Source: an optimization exercise on an open RTL-to-GDS flow (aim: small area and a short achievable clock period). Production flows keep margins and buffers that such runs may drop.

==> inputs of build 70 <==
==> flow/design.v <==
module CPU_div4 #(parameter W = 2) (
    input  [15:0] rin,
    input  [1:0]  abits,
    input  [15:0] b,
    input  [17:0] b3,
    output [1:0]  q,
    output [15:0] rout
);
    wire [W-1:0] x;
    generate
        if (W == 2) begin : g2
            assign x = abits;
        end else begin : gn
            assign x = {rin[W-3:0], abits};
        end
    endgenerate
    wire bz1, bz2;
    generate
        if (W < 16) begin : gb
            assign bz1 = ~|b[15:W];
        end else begin : gb16
            assign bz1 = 1'b1;
        end
    endgenerate
    assign bz2 = ~|b[15:W-1];
    wire bz3 = b <= ((1 << W) - 1) / 3;
    wire [W:0] d1 = {1'b0, x} - {1'b0, b[W-1:0]};
    wire [W:0] d2 = {1'b0, x} - {1'b0, b[W-2:0], 1'b0};
    wire [W:0] d3 = {1'b0, x} - {1'b0, b3[W-1:0]};
    wire ge1 = bz1 & ~d1[W];
    wire ge2 = bz2 & ~d2[W];
    wire ge3 = bz3 & ~d3[W];
    assign q = {ge2, ge3 | (ge1 & ~ge2)};
    wire [W-1:0] mhi = ge3 ? d3[W-1:0] : d2[W-1:0];
    wire [W-1:0] mlo = ge1 ? d1[W-1:0] : x;
    generate
        if (W < 16) begin : gz
            assign rout[15:W] = {(16-W){1'b0}};
        end
    endgenerate
    assign rout[W-1:0] = ge2 ? mhi : mlo;
endmodule
module CPU (
    input clk,
    input reset,
    input [18:0] instruction,
    input [15:0] data_in,
    output reg [15:0] data_out,
    output [15:0] address,
    output reg mem_read,
    output reg mem_write
);
    localparam N1 = 2;
    localparam N2 = 6;
    localparam K1 = 2 * N1;
    localparam K2 = 2 * N2;
    reg [15:0] registers [0:15];
    wire [3:0] opcode = instruction[18:15];
    wire [3:0] rs = instruction[14:11];
    wire [3:0] rt = instruction[10:7];
    wire [3:0] rd = instruction[6:3];
    wire [11:0] addr = instruction[14:3];
    wire op_load  = opcode == 4'b1010;
    wire op_store = opcode == 4'b1011;
    wire op_call  = opcode == 4'b1111;
    wire [15:0] ra = registers[rs];
    wire [15:0] rb = registers[rt];
    wire [17:0] rb3 = {2'b0, rb} + {1'b0, rb, 1'b0};
    wire [15:0] rem1 [0:N1];
    wire [K1-1:0] q1;
    assign rem1[0] = 16'b0;
    genvar j;
    generate
        for (j = 1; j <= N1; j = j + 1) begin : s1
            CPU_div4 #(.W(2*j)) st (.rin(rem1[j-1]), .abits(ra[17-2*j:16-2*j]), .b(rb), .b3(rb3),
                .q(q1[K1-2*j+1:K1-2*j]), .rout(rem1[j]));
        end
    endgenerate
    reg [15:0] A2, B2;
    reg [K1-1:0] r2, q2;
    reg [3:0] op2;
    wire [17:0] B3_2 = {2'b0, B2} + {1'b0, B2, 1'b0};
    wire [15:0] rem2 [N1:N2];
    wire [K2-K1-1:0] qm;
    assign rem2[N1] = {{(16-K1){1'b0}}, r2};
    generate
        for (j = N1 + 1; j <= N2; j = j + 1) begin : s2
            CPU_div4 #(.W(2*j)) st (.rin(rem2[j-1]), .abits(A2[17-2*j:16-2*j]), .b(B2), .b3(B3_2),
                .q(qm[K2-2*j+1:K2-2*j]), .rout(rem2[j]));
        end
    endgenerate
    wire is_add = op2 == 4'd0;
    wire is_sub = op2 == 4'd1;
    wire is_mul = op2 == 4'd2;
    wire is_div = op2 == 4'd3;
    wire is_inc = op2 == 4'd4;
    wire is_dec = op2 == 4'd5;
    wire is_and = op2 == 4'd6;
    wire is_or  = op2 == 4'd7;
    wire is_xor = op2 == 4'd8;
    wire is_not = op2 == 4'd9;
    wire [15:0] addend = is_sub ? ~B2 : is_inc ? 16'h0000 : is_dec ? 16'hFFFF : B2;
    wire [15:0] sum = A2 + addend + {15'b0, is_sub | is_inc};
    wire [15:0] prod = A2 * B2;
    wire [15:0] res2 =
          ({16{is_add | is_sub | is_inc | is_dec}} & sum)
        | ({16{is_mul}} & prod)
        | ({16{is_div}} & {q2, qm, A2[15-K2:0]})
        | ({16{is_and}} & (A2 & B2))
        | ({16{is_or}}  & (A2 | B2))
        | ({16{is_xor}} & (A2 ^ B2))
        | ({16{is_not}} & ~A2);
    reg [15:0] qa3, b3;
    reg [17:0] b3x3;
    reg [K2-1:0] r3;
    reg div3;
    reg sel3;            
    reg [15:0] addr_hold;
    reg ex_zero;         
    wire [15:0] rem3 [N2:8];
    wire [15-K2:0] ql;
    assign rem3[N2] = {{(16-K2){1'b0}}, r3};
    generate
        for (j = N2 + 1; j <= 8; j = j + 1) begin : s3
            CPU_div4 #(.W(2*j)) st (.rin(rem3[j-1]), .abits(qa3[17-2*j:16-2*j]), .b(b3), .b3(b3x3),
                .q(ql[17-2*j:16-2*j]), .rout(rem3[j]));
        end
    endgenerate
    wire [15:0] ex_res = div3 ? {qa3[15:16-K2], ql} : qa3;
    assign address = sel3 ? ex_res : addr_hold;
    reg [3:0] EXdst, WBdst;
    reg [15:0] WBres;
    reg [15:0] PC;
    wire [15:0] pc_inc = PC + 16'd1;
    always @(posedge clk or posedge reset) begin
        if (reset) begin
            op2 <= 4'b1010;
            EXdst <= 4'b0;
            WBdst <= 4'b0;
            WBres <= 16'b0;
            PC <= 16'b0;
        end else begin
            op2 <= opcode;
            EXdst <= rd;
            WBdst <= EXdst;
            WBres <= ex_zero ? 16'b0 : ex_res;
            case (opcode)
                4'b1100, 4'b1111: PC <= {4'b0, addr};
                4'b1101: if (ra == rb) PC <= {4'b0, addr};
                4'b1110: if (ra != rb) PC <= {4'b0, addr};
                default: PC <= pc_inc;
            endcase
        end
    end
    always @(posedge clk or posedge reset) begin
        if (reset)
            ex_zero <= 1'b1;
        else
            ex_zero <= 1'b0;
    end
    always @(posedge clk) begin
        A2 <= ra;
        B2 <= rb;
        r2 <= rem1[N1][K1-1:0];
        q2 <= q1;
        qa3 <= res2;
        b3 <= B2;
        b3x3 <= B3_2;
        r3 <= rem2[N2][K2-1:0];
        div3 <= is_div;
        sel3 <= ~reset & (op_load | op_store);
        addr_hold <= address;
    end
    always @(posedge clk) begin
        if (!reset) begin
            if (op_load) begin
                mem_read <= 1'b1;
            end else if (op_store) begin
                mem_write <= 1'b1;
                data_out <= rb;
            end else begin
                mem_read <= 1'b0;
                mem_write <= 1'b0;
            end
            if (op_call)
                registers[15] <= pc_inc;
            if (!op_store)
                registers[WBdst] <= WBres;
        end
    end
endmodule
==> flow/run.sh <==
#!/bin/bash
# synth_recipe.tcl (not shown) runs the flow's synth.tcl, then flattens the netlist and writes it again
# the make line also repeats each setting of config.mk as NAME=value (left out here)
make -C /OpenROAD-flow-scripts/flow DESIGN_CONFIG=/design/flow/config.mk WORK_HOME=/design/flow/orfs CLKGATE_MAP_FILE= SYNTH_SCRIPT=/design/flow/synth_recipe.tcl finish
==> flow/config.mk <==
export PLATFORM = sky130hd
export DESIGN_NAME = CPU
export DESIGN_NICKNAME = CPU
export VERILOG_FILES = /design/flow/design.v
export SDC_FILE = /design/flow/constraint.sdc
export NUM_CORES = 4
export LEC_CHECK = 0
export CAP_MARGIN = 20
export CORE_MARGIN = 2
export CORE_UTILIZATION = 60
export PLACE_DENSITY = 0.75
export SLEW_MARGIN = 20
==> flow/constraint.sdc <==
create_clock -name core_clock -period 28.0 [get_ports {clk}]
set_input_delay 5.6000 -clock core_clock [delete_from_list [all_inputs] [get_ports {clk}]]
set_output_delay 5.6000 -clock core_clock [all_outputs]
set_load 0.01 [all_outputs]
==> inputs of trial 66, as changes to build 70 <==
- CORE_UTILIZATION: 60 -> 40
- PLACE_DENSITY: 0.75 -> not set
==> inputs of build 5, as changes to build 70 <==
==> flow/design.v, changed modules only <==
module CPU_divrow #(parameter J = 1) (
    input  [15:0] rin,
    input         abit,
    input  [15:0] b,
    input         bz,       
    output        q,
    output [15:0] rout
);
    wire [J-1:0] x;
    generate
        if (J == 1) begin : g1
            assign x = abit;
        end else begin : gn
            assign x = {rin[J-2:0], abit};
        end
    endgenerate
    wire [J:0] d = {1'b0, x} - {1'b0, b[J-1:0]};
    assign q = bz & ~d[J];
    generate
        if (J < 16) begin : gz
            assign rout[15:J] = {(16-J){1'b0}};
        end
    endgenerate
    assign rout[J-1:0] = q ? d[J-1:0] : x;
endmodule
module CPU (
    input clk,
    input reset,
    input [18:0] instruction,
    input [15:0] data_in,
    output reg [15:0] data_out,
    output [15:0] address,
    output reg mem_read,
    output reg mem_write
);
    localparam K1 = 4;
    localparam K2 = 11;
    reg [15:0] registers [0:15];
    wire [3:0] opcode = instruction[18:15];
    wire [3:0] rs = instruction[14:11];
    wire [3:0] rt = instruction[10:7];
    wire [3:0] rd = instruction[6:3];
    wire [11:0] addr = instruction[14:3];
    wire op_load  = opcode == 4'b1010;
    wire op_store = opcode == 4'b1011;
    wire op_call  = opcode == 4'b1111;
    wire [15:0] ra = registers[rs];
    wire [15:0] rb = registers[rt];
    wire [15:0] rem1 [0:K1];
    wire [K1-1:0] q1;
    assign rem1[0] = 16'b0;
    genvar j;
    generate
        for (j = 1; j <= K1; j = j + 1) begin : s1
            CPU_divrow #(.J(j)) row (.rin(rem1[j-1]), .abit(ra[16-j]), .b(rb),
                .bz(~|rb[15:j]), .q(q1[K1-j]), .rout(rem1[j]));
        end
    endgenerate
    reg [15:0] A2, B2;
    reg [K1-1:0] r2, q2;
    reg [3:0] op2;
    wire [15:0] rem2 [K1:K2];
    wire [K2-K1-1:0] qm;
    assign rem2[K1] = {{(16-K1){1'b0}}, r2};
    generate
        for (j = K1 + 1; j <= K2; j = j + 1) begin : s2
            CPU_divrow #(.J(j)) row (.rin(rem2[j-1]), .abit(A2[16-j]), .b(B2),
                .bz(~|B2[15:j]), .q(qm[K2-j]), .rout(rem2[j]));
        end
    endgenerate
    wire is_add = op2 == 4'd0;
    wire is_sub = op2 == 4'd1;
    wire is_mul = op2 == 4'd2;
    wire is_div = op2 == 4'd3;
    wire is_inc = op2 == 4'd4;
    wire is_dec = op2 == 4'd5;
    wire is_and = op2 == 4'd6;
    wire is_or  = op2 == 4'd7;
    wire is_xor = op2 == 4'd8;
    wire is_not = op2 == 4'd9;
    wire [15:0] addend = is_sub ? ~B2 : is_inc ? 16'h0000 : is_dec ? 16'hFFFF : B2;
    wire [15:0] sum = A2 + addend + {15'b0, is_sub | is_inc};
    wire [15:0] prod = A2 * B2;
    wire [15:0] res2 =
          ({16{is_add | is_sub | is_inc | is_dec}} & sum)
        | ({16{is_mul}} & prod)
        | ({16{is_div}} & {q2, qm, A2[15-K2:0]})
        | ({16{is_and}} & (A2 & B2))
        | ({16{is_or}}  & (A2 | B2))
        | ({16{is_xor}} & (A2 ^ B2))
        | ({16{is_not}} & ~A2);
    reg [15:0] qa3, b3;
    reg [K2-1:0] r3;
    reg div3;
    reg sel3;            
    reg [15:0] addr_hold;
    reg ex_zero;         
    wire [15:0] rem3 [K2:16];
    wire [15-K2:0] ql;
    assign rem3[K2] = {{(16-K2){1'b0}}, r3};
    generate
        for (j = K2 + 1; j <= 16; j = j + 1) begin : s3
            CPU_divrow #(.J(j)) row (.rin(rem3[j-1]), .abit(qa3[16-j]), .b(b3),
                .bz(j == 16 ? 1'b1 : ~|b3[15:(j == 16 ? 15 : j)]), .q(ql[16-j]), .rout(rem3[j]));
        end
    endgenerate
    wire [15:0] ex_res = div3 ? {qa3[15:16-K2], ql} : qa3;
    assign address = sel3 ? ex_res : addr_hold;
    reg [3:0] EXdst, WBdst;
    reg [15:0] WBres;
    reg [15:0] pc_base;
    reg [11:0] pc_tgt;
    reg [1:0] pc_mode;   
    wire eq2 = A2 == B2;
    wire pc_taken = pc_mode == 2'd1 | (pc_mode == 2'd2 & eq2) | (pc_mode == 2'd3 & ~eq2);
    wire [15:0] pc = pc_taken ? {4'b0, pc_tgt} : pc_base;
    wire [15:0] pc_inc = pc + 16'd1;
    always @(posedge clk or posedge reset) begin
        if (reset) begin
            op2 <= 4'b1010;
            EXdst <= 4'b0;
            WBdst <= 4'b0;
            WBres <= 16'b0;
            pc_base <= 16'b0;
            pc_mode <= 2'd0;
        end else begin
            op2 <= opcode;
            EXdst <= rd;
            WBdst <= EXdst;
            WBres <= ex_zero ? 16'b0 : ex_res;
            pc_base <= (opcode == 4'b1101 || opcode == 4'b1110) ? pc : pc_inc;
            case (opcode)
                4'b1100, 4'b1111: pc_mode <= 2'd1;
                4'b1101: pc_mode <= 2'd2;
                4'b1110: pc_mode <= 2'd3;
                default: pc_mode <= 2'd0;
            endcase
        end
    end
    always @(posedge clk or posedge reset) begin
        if (reset)
            ex_zero <= 1'b1;
        else
            ex_zero <= 1'b0;
    end
    always @(posedge clk) begin
        A2 <= ra;
        B2 <= rb;
        r2 <= rem1[K1][K1-1:0];
        q2 <= q1;
        pc_tgt <= addr;
        qa3 <= res2;
        b3 <= B2;
        r3 <= rem2[K2][K2-1:0];
        div3 <= is_div;
        sel3 <= ~reset & (op_load | op_store);
        addr_hold <= address;
    end
    always @(posedge clk) begin
        if (!reset) begin
            if (op_load) begin
                mem_read <= 1'b1;
            end else if (op_store) begin
                mem_write <= 1'b1;
                data_out <= rb;
            end else begin
                mem_read <= 1'b0;
                mem_write <= 1'b0;
            end
            if (op_call)
                registers[15] <= pc_inc;
            if (!op_store)
                registers[WBdst] <= WBres;
        end
    end
endmodule
// module CPU_div4 removed
- CORE_UTILIZATION: 60 -> 40
- PLACE_DENSITY: 0.75 -> not set
==> inputs of build 78, as changes to build 70 <==
==> flow/design.v, changed modules only <==
module CPU_cmpsub #(parameter W = 2) (
    input  [W-1:0] x,
    input  [W-1:0] m,
    output         ge,
    output [W-1:0] d
);
    reg [W-1:0] g, t;
    integer i, k;
    always @* begin
        g = x & ~m;
        t = x | ~m;
        g[0] = t[0];
        for (k = 1; k < W; k = k * 2)
            for (i = W - 1; i >= k; i = i - 1) begin
                g[i] = g[i] | (t[i] & g[i-k]);
                t[i] = t[i] & t[i-k];
            end
    end
    assign ge = g[W-1];
    wire [W-1:0] cin = {g[W-2:0], 1'b1};
    assign d = ~(x ^ m) ^ cin;
endmodule
module CPU_div4 #(parameter W = 2) (
    input  [15:0] rin,
    input  [1:0]  abits,
    input  [15:0] b,
    input  [17:0] b3,
    output [1:0]  q,
    output [15:0] rout
);
    wire [W-1:0] x;
    generate
        if (W == 2) begin : g2
            assign x = abits;
        end else begin : gn
            assign x = {rin[W-3:0], abits};
        end
    endgenerate
    wire bz1, bz2;
    generate
        if (W < 16) begin : gb
            assign bz1 = ~|b[15:W];
        end else begin : gb16
            assign bz1 = 1'b1;
        end
    endgenerate
    assign bz2 = ~|b[15:W-1];
    wire bz3 = b <= ((1 << W) - 1) / 3;
    wire c1, c2, c3;
    wire [W-1:0] d1, d2, d3;
    CPU_cmpsub #(.W(W)) k1 (.x(x), .m(b[W-1:0]), .ge(c1), .d(d1));
    CPU_cmpsub #(.W(W)) k2 (.x(x), .m({b[W-2:0], 1'b0}), .ge(c2), .d(d2));
    CPU_cmpsub #(.W(W)) k3 (.x(x), .m(b3[W-1:0]), .ge(c3), .d(d3));
    wire ge1 = bz1 & c1;
    wire ge2 = bz2 & c2;
    wire ge3 = bz3 & c3;
    assign q = {ge2, ge3 | (ge1 & ~ge2)};
    wire s3 = ge3;
    wire s2 = ge2 & ~ge3;
    wire s1 = ge1 & ~ge2;
    wire s0 = ~ge1;
    generate
        if (W < 16) begin : gz
            assign rout[15:W] = {(16-W){1'b0}};
        end
    endgenerate
    assign rout[W-1:0] = ({W{s0}} & x) | ({W{s1}} & d1) | ({W{s2}} & d2) | ({W{s3}} & d3);
endmodule
module CPU (
    input clk,
    input reset,
    input [18:0] instruction,
    input [15:0] data_in,
    output reg [15:0] data_out,
    output [15:0] address,
    output reg mem_read,
    output reg mem_write
);
    localparam N1 = 1;
    localparam N2 = 6;
    localparam K1 = 2 * N1;
    localparam K2 = 2 * N2;
    reg [15:0] registers [0:15];
    wire [3:0] opcode = instruction[18:15];
    wire [3:0] rs = instruction[14:11];
    wire [3:0] rt = instruction[10:7];
    wire [3:0] rd = instruction[6:3];
    wire [11:0] addr = instruction[14:3];
    wire op_load  = opcode == 4'b1010;
    wire op_store = opcode == 4'b1011;
    wire op_call  = opcode == 4'b1111;
    wire [15:0] ra = registers[rs];
    wire [15:0] rb = registers[rt];
    wire [17:0] rb3 = {2'b0, rb} + {1'b0, rb, 1'b0};
    wire [15:0] rem1 [0:N1];
    wire [K1-1:0] q1;
    assign rem1[0] = 16'b0;
    genvar j;
    generate
        for (j = 1; j <= N1; j = j + 1) begin : s1
            CPU_div4 #(.W(2*j)) st (.rin(rem1[j-1]), .abits(ra[17-2*j:16-2*j]), .b(rb), .b3(rb3),
                .q(q1[K1-2*j+1:K1-2*j]), .rout(rem1[j]));
        end
    endgenerate
    reg [15:0] A2, B2;
    reg [17:0] B3_2;
    reg [K1-1:0] r2, q2;
    reg [3:0] op2;
    wire [15:0] rem2 [N1:N2];
    wire [K2-K1-1:0] qm;
    assign rem2[N1] = {{(16-K1){1'b0}}, r2};
    generate
        for (j = N1 + 1; j <= N2; j = j + 1) begin : s2
            CPU_div4 #(.W(2*j)) st (.rin(rem2[j-1]), .abits(A2[17-2*j:16-2*j]), .b(B2), .b3(B3_2),
                .q(qm[K2-2*j+1:K2-2*j]), .rout(rem2[j]));
        end
    endgenerate
    wire is_add = op2 == 4'd0;
    wire is_sub = op2 == 4'd1;
    wire is_mul = op2 == 4'd2;
    wire is_div = op2 == 4'd3;
    wire is_inc = op2 == 4'd4;
    wire is_dec = op2 == 4'd5;
    wire is_and = op2 == 4'd6;
    wire is_or  = op2 == 4'd7;
    wire is_xor = op2 == 4'd8;
    wire is_not = op2 == 4'd9;
    wire [15:0] addend = is_sub ? ~B2 : is_inc ? 16'h0000 : is_dec ? 16'hFFFF : B2;
    wire [15:0] sum = A2 + addend + {15'b0, is_sub | is_inc};
    wire [15:0] prod = A2 * B2;
    wire [15:0] res2 =
          ({16{is_add | is_sub | is_inc | is_dec}} & sum)
        | ({16{is_mul}} & prod)
        | ({16{is_div}} & {q2, qm, A2[15-K2:0]})
        | ({16{is_and}} & (A2 & B2))
        | ({16{is_or}}  & (A2 | B2))
        | ({16{is_xor}} & (A2 ^ B2))
        | ({16{is_not}} & ~A2);
    reg [15:0] qa3, b3;
    reg [17:0] b3x3;
    reg [K2-1:0] r3;
    reg div3;
    reg sel3;            
    reg [15:0] addr_hold;
    reg ex_zero;         
    wire [15:0] rem3 [N2:8];
    wire [15-K2:0] ql;
    assign rem3[N2] = {{(16-K2){1'b0}}, r3};
    generate
        for (j = N2 + 1; j <= 8; j = j + 1) begin : s3
            CPU_div4 #(.W(2*j)) st (.rin(rem3[j-1]), .abits(qa3[17-2*j:16-2*j]), .b(b3), .b3(b3x3),
                .q(ql[17-2*j:16-2*j]), .rout(rem3[j]));
        end
    endgenerate
    wire [15:0] ex_res = div3 ? {qa3[15:16-K2], ql} : qa3;
    assign address = sel3 ? ex_res : addr_hold;
    reg [3:0] EXdst, WBdst;
    reg [15:0] WBres;
    reg [15:0] pc_base;
    reg [11:0] pc_tgt;
    reg [1:0] pc_mode;   
    wire eq2 = A2 == B2;
    wire pc_taken = pc_mode == 2'd1 | (pc_mode == 2'd2 & eq2) | (pc_mode == 2'd3 & ~eq2);
    wire [15:0] pc = pc_taken ? {4'b0, pc_tgt} : pc_base;
    wire [15:0] pc_inc = pc + 16'd1;
    always @(posedge clk or posedge reset) begin
        if (reset) begin
            op2 <= 4'b1010;
            EXdst <= 4'b0;
            WBdst <= 4'b0;
            WBres <= 16'b0;
            pc_base <= 16'b0;
            pc_mode <= 2'd0;
        end else begin
            op2 <= opcode;
            EXdst <= rd;
            WBdst <= EXdst;
            WBres <= ex_zero ? 16'b0 : ex_res;
            pc_base <= (opcode == 4'b1101 || opcode == 4'b1110) ? pc : pc_inc;
            case (opcode)
                4'b1100, 4'b1111: pc_mode <= 2'd1;
                4'b1101: pc_mode <= 2'd2;
                4'b1110: pc_mode <= 2'd3;
                default: pc_mode <= 2'd0;
            endcase
        end
    end
    always @(posedge clk or posedge reset) begin
        if (reset)
            ex_zero <= 1'b1;
        else
            ex_zero <= 1'b0;
    end
    always @(posedge clk) begin
        A2 <= ra;
        B2 <= rb;
        B3_2 <= rb3;
        r2 <= rem1[N1][K1-1:0];
        q2 <= q1;
        pc_tgt <= addr;
        qa3 <= res2;
        b3 <= B2;
        b3x3 <= B3_2;
        r3 <= rem2[N2][K2-1:0];
        div3 <= is_div;
        sel3 <= ~reset & (op_load | op_store);
        addr_hold <= address;
    end
    always @(posedge clk) begin
        if (!reset) begin
            if (op_load) begin
                mem_read <= 1'b1;
            end else if (op_store) begin
                mem_write <= 1'b1;
                data_out <= rb;
            end else begin
                mem_read <= 1'b0;
                mem_write <= 1'b0;
            end
            if (op_call)
                registers[15] <= pc_inc;
            if (!op_store)
                registers[WBdst] <= WBres;
        end
    end
endmodule
- CORE_UTILIZATION: 60 -> 40
- PLACE_DENSITY: 0.75 -> not set
==> out/qor.yml <==
status:
  outcome: "finished clean"
detailed_routing:
  wl_met3_mm: 5.45
  wl_per_cell_um: 23.4
  dr.pass1.iters: 6
setup_path:
  reg2reg_depth: 54
  crit_type: "reg -> out"
  critPathRequiredTime_ns: 22.40
  end_kind: "output pin"
cells_and_area:
  nMultiInputCombCells: 1826
power_and_ir_drop:
  p_leak_nw: 13.1
  pwr_density_cell_nw_per_um2: 95.1
logic_synthesis:
  synth_cells: 2585
  synth_fa_ha_area_frac: 0.166
  synth_area_per_cell_um2: 11.4
  ys_types: 78
grt:
  use_met1: 0.287
placement:
  dp_cells: 3554
That was build 5.
==> out/qor.yml <==
cells_and_area:
  nMultiInputCombCells: 2312
detailed_routing:
  wl_met3_mm: 8.79
  wl_per_cell_um: 25.7
  dr.pass1.iters: 5
logic_synthesis:
  synth_fa_ha_area_frac: 0.192
  synth_area_per_cell_um2: 10.7
  synth_cells: 3126
  ys_types: 94
setup_path:
  critPathRequiredTime_ns: 22.40
  crit_type: "reg -> out"
  end_kind: "output pin"
  reg2reg_depth: 39
grt:
  use_met1: 0.429
power_and_ir_drop:
  p_leak_nw: 15.0
placement:
  dp_cells: 3885
status:
  outcome: "finished clean"
That was build 70.
==> out/qor.yml <==
logic_synthesis:
  ys_types: 112
  synth_area_per_cell_um2: 11.0
detailed_routing:
  wl_met3_mm: 6.88
  drc: 0
  dr.pass1.iters: 6
  wl_per_cell_um: 23.8
sta:
  drv_slew: 0
setup_path:
  crit_type: "reg -> reg"
  critPathRequiredTime_ns: 28.48
  reg2reg_depth: 56
power_and_ir_drop:
  p_leak_nw: 15.6
  pwr_density_cell_nw_per_um2: 87.7
status:
  outcome: "finished clean"
cells_and_area:
  nMultiInputCombCells: 2242
grt:
  use_met1: 0.311
placement:
  dp_cells: 4319
That was build 78.
==> out/qor.yml <==
cells_and_area:
  inverters: 274
  nMultiInputCombCells: 2312
setup_path:
  reg2reg_depth: 41
  crit_type: "reg -> out"
  end_kind: "output pin"
  critPathRequiredTime_ns: 22.40
status:
  outcome: "finished clean"
power_and_ir_drop:
  p_clk_mw: 0.627
  p_leak_nw: 15.0
  power.net_switching_mw: 1.33
  pwr_density_cell_nw_per_um2: 87.3
placement:
  dp_cells: 4201
logic_synthesis:
  synth_cells: 3126
  synth_area_per_cell_um2: 10.7
detailed_routing:
  drt_iter0_markers: 2082
  wl_per_cell_um: 23.7
  dr.pass1.iters: 6
That was trial 66.
No run of this note included a check of the RTL's function; only the layout flow was run.

re-timing with driven ports:
The flow's constraints put no driver on any port. The routed layouts listed below were extracted and timed again, unchanged, in two steps.
Step 1, drivers: a clkbuf_16 drives clk and a buf_2 each remaining input, both assumed.
Step 2, shift: input delay + t, output delay - t, t = (earliest + latest rising clock arrival at the registers) / 2. This alone moves slack from input paths to output paths.
Slacks: ideal / step 1 / step 2; pairs: ideal / step 1.
run	t, ns	setup WS [ns]	worst setup path at the end	worst slew at a driven data input, ns
build 70	0.609	15.251 / 15.195 / 15.360	register to register	0.06
trial 66	0.631	15.228 / 15.166 / 15.597	register to register	0.07
build 5	0.647	9.275 / 9.215 / 9.862	register to output	0.05
build 78	0.652	13.840 / 13.840 / 13.840	register to register	0.05
After both steps setup and hold are still met in every run listed.
